From an optimization exercise on the open Yosys and OpenROAD flow, aimed at small area; shortcuts taken in it are not production practice.
The RTL was checked by simulation tests, not by an equivalence proof against the original design.
Power and IR drop assume default switching activity.

--- design.v ---
`timescale 1ns/1ps
module lidar_system_top (
    input  wire clk,
    input  wire rst,
    input  wire rx,
    output wire tx,
    output wire [15:0] dbg_max_idx,
    output wire [15:0] dbg_min_idx,
    output wire [15:0] dbg_max_dist,
    output wire [15:0] dbg_min_dist,
    output wire [15:0] dbg_obs_alert,
    output wire [15:0] dbg_max_angle,
    output wire [15:0] dbg_min_angle,
    output wire        dbg_angle_done
);
    localparam [15:0] K36 = 16'd36000;
    localparam [15:0] K29 = 16'd29536;           
    reg        rxs;
    reg        rbusy;
    reg  [9:0] rcnt;
    reg  [3:0] rbit;
    reg [15:0] rsh;                              
    reg        rvalid;
    wire rtick = rbusy && (rcnt == 10'd867);
    always @(posedge clk) rxs <= rx;
    always @(posedge clk) begin
        if (rst) begin
            rbusy  <= 1'b0;
            rvalid <= 1'b0;
        end else begin
            rvalid <= rtick && (rbit == 4'd9);
            if (!rbusy) begin
                if (!rxs) rbusy <= 1'b1;
            end else if (rtick && (rbit == 4'd9)) begin
                rbusy <= 1'b0;
            end
        end
    end
    always @(posedge clk) begin
        if (!rbusy) begin
            rcnt <= 10'd434;
            rbit <= 4'd0;
        end else if (rtick) begin
            rcnt <= 10'd0;
            rbit <= rbit + 4'd1;
        end else begin
            rcnt <= rcnt + 10'd1;
        end
    end
    localparam [3:0] P_H1 = 4'd0, P_H2 = 4'd1, P_CT = 4'd2, P_F0 = 4'd3, P_F1 = 4'd4,
                     P_L0 = 4'd5, P_L1 = 4'd6, P_S0 = 4'd7, P_S1 = 4'd8;
    localparam [2:0] J_IDLE = 3'd0, J_COPY = 3'd1, J_ADJ = 3'd2, J_SPAN = 3'd3,
                     J_ADD36 = 3'd4, J_SHIFT = 3'd5, J_SAMP = 3'd6;
    reg  [3:0] st;
    reg  [7:0] ct;
    reg  [7:0] idx;
    reg  [2:0] js;
    reg        arm;
    reg  [3:0] ph;
    reg [15:0] acc, delta;
    reg        c, ge, sub, neg;
    reg        done;
    reg [15:0] max_dist, min_dist, max_angle, min_angle, obs;
    reg  [7:0] max_idx, min_idx;
    wire [7:0] byte_in = rsh[15:8];
    wire [7:0] idx_inc = idx + 8'd1;
    wire       is_last = (idx_inc == ct);
    wire       pow2 = (ct != 8'd0) && ((ct & (ct - 8'd1)) == 8'd0);
    wire [2:0] kk   = pow2 ? {|ct[7:4], ct[7] | ct[6] | ct[3] | ct[2], ct[7] | ct[5] | ct[3] | ct[1]}
                           : 3'd0;
    wire       doshift = (idx[2:0] != kk);
    wire p0  = (ph == 4'd0);
    wire p15 = (ph == 4'd15);
    wire op_copy  = arm && (js == J_COPY);
    wire op_adj   = arm && (js == J_ADJ);
    wire op_span  = arm && (js == J_SPAN);
    wire op_add36 = arm && (js == J_ADD36);
    wire op_shift = arm && (js == J_SHIFT);
    wire op_samp  = arm && (js == J_SAMP);
    wire k36b = K36[ph];
    wire k29b = K29[ph];
    wire cin  = p0 ? op_span : c;
    wire fa_a = (op_copy || op_span) ? rsh[0] : op_add36 ? delta[0] : acc[0];
    wire fa_b = op_adj ? k29b : op_span ? ~acc[0] : op_add36 ? k36b : op_samp ? delta[0] : 1'b0;
    wire sum  = fa_a ^ fa_b ^ cin;
    wire cout = (fa_a & fa_b) | (cin & (fa_a ^ fa_b));
    wire ge_in  = p0 ? 1'b1 : ge;
    wire ge_new = (sum != k36b) ? sum : ge_in;    
    wire last = (st == P_H1);                     
    always @(posedge clk) begin
        c  <= cout;
        ge <= ge_new;
        ph <= rst ? 4'd0 : ph + 4'd1;
        acc   <= {(op_copy || op_adj || op_samp) ? sum : acc[0], acc[15:1]};
        delta <= {(op_span || op_add36) ? sum :
                  (op_shift && doshift) ? (p15 ? neg : delta[1]) : delta[0], delta[15:1]};
    end
    always @(posedge clk) begin
        if (op_copy || op_span)
            rsh <= {rsh[0], rsh[15:1]};
        else if (rtick && (rbit != 4'd0) && (rbit != 4'd9))
            rsh <= {rxs, rsh[15:1]};
    end
    always @(posedge clk) begin
        if (rst) begin
            st   <= P_H1;
            js   <= J_IDLE;
            arm  <= 1'b0;
            done <= 1'b0;
        end else begin
            done <= 1'b0;
            if (rvalid) begin
                case (st)
                    P_H1: if (byte_in == 8'h55) st <= P_H2;
                    P_H2: if (byte_in == 8'hAA) st <= P_CT;
                          else if (byte_in != 8'h55) st <= P_H1;
                    P_CT: st <= P_F0;
                    P_F0: st <= P_F1;
                    P_F1: begin st <= P_L0; js <= J_COPY; end
                    P_L0: st <= P_L1;
                    P_L1: begin st <= P_S0; js <= J_SPAN; end
                    P_S0: st <= P_S1;
                    P_S1: begin st <= is_last ? P_H1 : P_S0; js <= J_SAMP; end
                    default: st <= P_H1;
                endcase
            end
            if (p15) begin
                if (!arm) begin
                    arm <= (js != J_IDLE);
                end else begin
                    case (js)
                        J_COPY:  begin js <= J_IDLE; arm <= 1'b0; end
                        J_ADJ:   begin js <= J_IDLE; arm <= 1'b0; end
                        J_SPAN:  begin js <= cout ? J_SHIFT : J_ADD36; end
                        J_ADD36: begin js <= J_SHIFT; end
                        J_SHIFT: if (!doshift) begin js <= sub ? J_ADJ : J_IDLE; arm <= sub; end
                        J_SAMP:  begin
                            js  <= (!sub && (cout || neg || ge_new)) ? J_ADJ : J_IDLE;
                            arm <= (!sub && (cout || neg || ge_new));
                            done <= last;
                        end
                        default: begin js <= J_IDLE; arm <= 1'b0; end
                    endcase
                end
            end
        end
    end
    always @(posedge clk) begin
        if (rvalid && st == P_CT) ct <= byte_in;
        if (p15 && op_copy) sub <= ge_new;
        if (p15 && op_adj)  sub <= 1'b1;
        if (p15 && op_span && cout) neg <= 1'b0;
        if (p15 && op_add36) neg <= ~cout;
        if (rvalid && st == P_L1) idx <= 8'd0;
        else if (op_shift && p15) idx <= doshift ? idx_inc : 8'd0;
        else if (op_samp && (p0 || (last && !idx[4] && !idx[7:5]))) idx <= idx_inc;
        if (op_samp && idx[7:4] == 4'd0) begin
            if (p0) obs <= {~|rsh[15:10], obs[15:1]};
            else if (last) obs <= {1'b0, obs[15:1]};
        end
        if (op_samp && p0) begin
            if ((idx == 8'd0) || (rsh > max_dist)) begin
                max_dist  <= rsh;
                max_idx   <= idx;
                max_angle <= acc;
            end
            if ((idx == 8'd0) || (rsh < min_dist)) begin
                min_dist  <= rsh;
                min_idx   <= idx;
                min_angle <= acc;
            end
        end
    end
    reg       tact;
    reg [1:0] tbyte;
    reg [3:0] tbit;
    reg [9:0] tcnt;
    wire ttick = (tcnt == 10'd867);
    always @(posedge clk) begin
        if (rst) tact <= 1'b0;
        else if (done) tact <= 1'b1;
        else if (ttick && (tbit == 4'd8) && (tbyte == 2'd3)) tact <= 1'b0;
    end
    always @(posedge clk) begin
        if (!tact) begin
            tcnt  <= 10'd0;
            tbit  <= 4'd15;
            tbyte <= 2'd0;
        end else if (ttick) begin
            tcnt <= 10'd0;
            if (tbit == 4'd8) begin
                tbit  <= 4'd15;
                tbyte <= tbyte + 2'd1;
            end else begin
                tbit <= tbit + 4'd1;
            end
        end else begin
            tcnt <= tcnt + 10'd1;
        end
    end
    wire [31:0] tword = {min_angle, max_angle};
    wire        tdata = tword[{tbyte, tbit[2:0]}];
    assign tx = ~tact | (tbit[3] ? ~tbit[0] : tdata);
    assign dbg_max_idx    = {8'd0, max_idx};
    assign dbg_min_idx    = {8'd0, min_idx};
    assign dbg_max_dist   = max_dist;
    assign dbg_min_dist   = min_dist;
    assign dbg_obs_alert  = obs;
    assign dbg_max_angle  = max_angle;
    assign dbg_min_angle  = min_angle;
    assign dbg_angle_done = done;
endmodule
--- constraint.sdc ---
create_clock -name core_clock -period 10.0 [get_ports {clk}]
set_input_delay 2.0000 -clock core_clock [delete_from_list [all_inputs] [get_ports {clk}]]
set_output_delay 2.0000 -clock core_clock [all_outputs]
set_load 0.01 [all_outputs]
--- run.sh ---
#!/bin/bash
# synth_recipe.tcl (not shown) runs the flow's synth.tcl, then flattens the netlist and writes it again
# the make line also repeats each setting of config.mk as NAME=value (left out here)
make -C /OpenROAD-flow-scripts/flow DESIGN_CONFIG=/design/flow/config.mk WORK_HOME=/design/flow/orfs CLKGATE_MAP_FILE= SYNTH_SCRIPT=/design/flow/synth_recipe.tcl finish
--- config.mk ---
export PLATFORM = sky130hd
export DESIGN_NAME = lidar_system_top
export DESIGN_NICKNAME = lidar_system_top
export VERILOG_FILES = /design/flow/design.v
export SDC_FILE = /design/flow/constraint.sdc
export NUM_CORES = 4
export LEC_CHECK = 0
export CAP_MARGIN = 20
export CORE_MARGIN = 2
export CORE_UTILIZATION = 40
export PLACE_DENSITY = 0.6
export SLEW_MARGIN = 20
==> results_dict.tcl <==
set metrics [dict create \
    status "timing/DRC/antenna clean" \
    switchingPower_mw 0.360 \
    slew_viol_final 0 \
    synth-simple-area-share_pct 12.7 \
    h-tree-depth 1 \
    seq_power_share_pct 51.7 \
    layout.area.seq_mm2 0.00544 \
    yosysUniqueCellTypes 65 \
    drt-pass1-iter-count 5 \
    drv_cap 0 \
    syn2layout_area_growth_pct 22.8 \
    ctsRootBufferMaster "clkbuf_16" \
    synth_seq_cells 211 \
    clockBufferDepth 3 \
    wl_per_cell_um 15.6 \
    clock-sinks 211 \
    setup_violations 0 \
    clock_latency_ps 520 \
    async_reset_ff_share_pct 0 \
    timing.final.crit_share_pct 53.7 \
    syn_area_mm2 0.00890 \
    grt_max_degree 41 \
    drive_gt1_share_pct 7.29 \
    fin_worst_skew_ps 15.3 \
    dp_slack_ps 5140 \
    synth_area_leaders "edfxtp_1 41%, dfxtp_1 20%, ha_1 6.2%, nor2_1 3.1%, mux4_2 2.5%" \
    wirelength_mm 17.8 \
    critical_path_class "flip-flop to output pin" \
    seq_area_frac_synth_pct 61.1 \
    clk_pin_slew_worst_paths_ps 60 \
    power.static_leakage_nw 3.96 \
    portBuffers 100 \
    hold_path_class "flip-flop to flip-flop" \
    syn_area_per_cell_um2 12.0 \
    grt_pass1_wl_mm 29.0 \
    switching_share_pct 20.2 \
    cts_resized 0 \
    cts_tree "done" \
    fin_setup_tns_ps 0 \
    routed-via-count 5680 \
    critPathArrivalTime_ps 3370 \
    synth-xor-area-share_pct 3.94 \
    synth_area_leader_cell "edfxtp_1" \
    die_h_um 153 \
    fin_ws_ps 4630 \
    p_int_mw 1.42 \
    period_minus_slack_ps 5370 \
    peakVddDrop_mv 0.103 \
    synth_compound_area_share_pct 8.24 \
    rows 54 \
    ctsHoldBuffers 0 \
    dieArea_mm2 0.0235 \
    final_common_cell "edfxtp_1" \
    synth_warnings 1 \
    worst_pin_slew_ps 855 \
    die_w_um 153 \
    final_cell_mix "121 x edfxtp_1, 100 x clkdlybuf4s50_1, 90 x dfxtp_1, 74 x nor2_1, 49 x inv_1" \
    max_freq_mhz 186 \
    final_antenna_net_count 0 \
    nets 895 \
    antenna_found_initial 0 \
    end_kind "output pin" \
    avgViaCountPerCell 4.97 \
    cts_setup_buffers 0 \
    pwr-share-comb_pct 1.6 \
    synth_edf_count 121 \
    multi_input_area_mm2 0.00317 \
    synthFlopType "edfxtp_1" \
    synth_adder_area_share_pct 6.52 \
    dp_hpwl_mm 12.7 \
    fill_cells 1913 \
    gr-total-overflow 0 \
    diodes 0 \
    synth.top_cell.area_share_pct 40.8 \
    pwr-share-clk_pct 46.8 \
    syn-instance-count 739 \
    synth_top_family_by_area "simple AND/OR/NAND/NOR gates" \
    core_mm2 0.0218 \
    rsz0062_at_grt "false" \
    drc 0 \
    grt_pass1_vias 5420 \
    powerDensity_mw_per_mm2 163 \
    start_kind "flip-flop" \
    place_congestion 0.819 \
    drt_iter0_markers 310 \
    ios 117 \
    finalHoldViolCount 0 \
    yosys-mux-area-fraction_pct 3.11 \
    maxSlewHeadroom_pct 43.0 \
    cts_buffers 23 \
    start_util_pct 40.8 \
    track_usage_pct 15.1 \
    cp_max_fo 13 \
    required_ps 8000 \
]
==> stage by stage <==
stage	instance area [µm²]	std cells	hold slack, ps	total power, mW	utilization, %
3_3_place_gp	10200	1102	312	0.968	46.6
2_1_floorplan	8960	754	310	0.965	-
4_1_cts	10900	1144	314	1.81	50.1
3_5_place_dp	10200	1102	312	0.968	46.6
6_report	10900	1144	315	1.78	50.1
5_1_grt	10900	1144	322	1.85	50.1
==> cell type report <==
type	instances	share of cell area, %
Clock buffer	30	5.78
Clock inverter	12	1.17
Inverter	49	1.68
Multi-Input combinational cell	458	29.0
Sequential cell	211	49.7
Tap cell	280	3.21
Timing Repair Buffer	104	9.44
==> Yosys cell counts (all sizes together) (2+ instances only) <==
master / number
edfxtp: 121
dfxtp: 90
nor2: 74
inv: 49
nand2: 46
ha: 44
a21oi: 32
o21ai: 29
xnor2: 23
buf: 21
nand3: 21
xor2: 17
clkbuf: 15
mux4: 10
nand4: 10
or3: 10
nor2b: 9
nor4: 9
a21o: 8
nand2b: 8
nor3: 8
and3: 7
a211oi: 6
o31ai: 6
and2: 5
nand3b: 5
o22ai: 5
a21boi: 4
mux2i: 4
nor3b: 4
o211ai: 4
a221oi: 2
a22oi: 2
a311oi: 2
a31oi: 2
nand4b: 2
nor4b: 2
o221ai: 2
o31a: 2
or2: 2
or4: 2
==> sequential cells by signal (all words and copies together) (netlist names), 8 cells and up <==
register / cells
tcnt: 10
max_dist: 16
obs: 16
max_idx: 8
rcnt: 10
max_angle: 16
min_angle: 16
min_idx: 8
rsh: 16
ct: 8
delta: 16
acc: 16
idx: 8
min_dist: 16
==> cells by family after synthesis <==
group | Yosys count
other | 1
multiplexers | 15
XOR/XNOR | 40
AND/OR/NAND/NOR | 227
adder cells (fa/ha/maj) | 46
AO/OA/AOI/OAI | 114
flip-flops | 211
buffers and inverters | 85
==> critical path: stages (launching register included) <==
cell and delay, ps:
dfxtp_1 800, mux4_2 600, mux4_2 470, mux2_2 280
o21ai_0 150, nand2_1 70, clkdlybuf4s50_1 480
==> routing by layer <==
layer | part of all wire, % | global-route usage [%] | vias to the layer above | wire [µm]
met1 | 48 | 21.9 | 2651 | 8500
met4 | 2.5 | 4.41 | 0 | 440
met2 | 45 | 23.3 | 146 | 7950
li1 | - | - | 2852 | -
met5 | 0 | 0 | - | 0
met3 | 5.0 | 2.52 | 31 | 896
==> worst paths after layout <==
kind,startpoint,end,slack [ps],depth (start not counted)
worst max-delay path,tbit[0],tx,4630,6
worst min-delay path,delta[9],delta[8],320,0
worst max register to register,idx[4],max_angle[12],6440,6
worst min register to register,delta[9],delta[8],320,0
==> power groups by stage <==
stage,clock network [mW],logic (mW),registers (mW)
floorplan,0,0.0294,0.935
global placement,0,0.0279,0.940
CTS,0.859,0.0280,0.921
detailed placement,0,0.0278,0.940
finish,0.835,0.0277,0.922
global route,0.893,0.0316,0.922

[afterwards: timing with drivers on the ports]
In the flow no input, the clock included, has a driving cell. The finished layout below was timed again as built, in two steps. Step 1 (the two cells are an assumption about what drives the block):
set clk [get_ports {clk}]
set_driving_cell -lib_cell sky130_fd_sc_hd__clkbuf_16 $clk
set_driving_cell -lib_cell sky130_fd_sc_hd__buf_2 [delete_from_list [all_inputs] $clk]
Step 2 times the ports against the registers' clock, not the clock port: input delays grow and output delays shrink by t, the midpoint of the rising clock arrivals with the driver on. Three values: ideal ports, drivers, drivers and shift; two values: the first two.
t, ns: 0.557
slack for setup (ns): 4.635 / 4.590 / 5.147
worst register clock-pin slew, ns: 0.06 / 0.06
worst slew at a driven data input, ns: 0.04
After both steps this run still meets setup and hold. For this run, drivers alone change the setup slack by -0.045 ns; drivers and shift together by +0.512 ns.
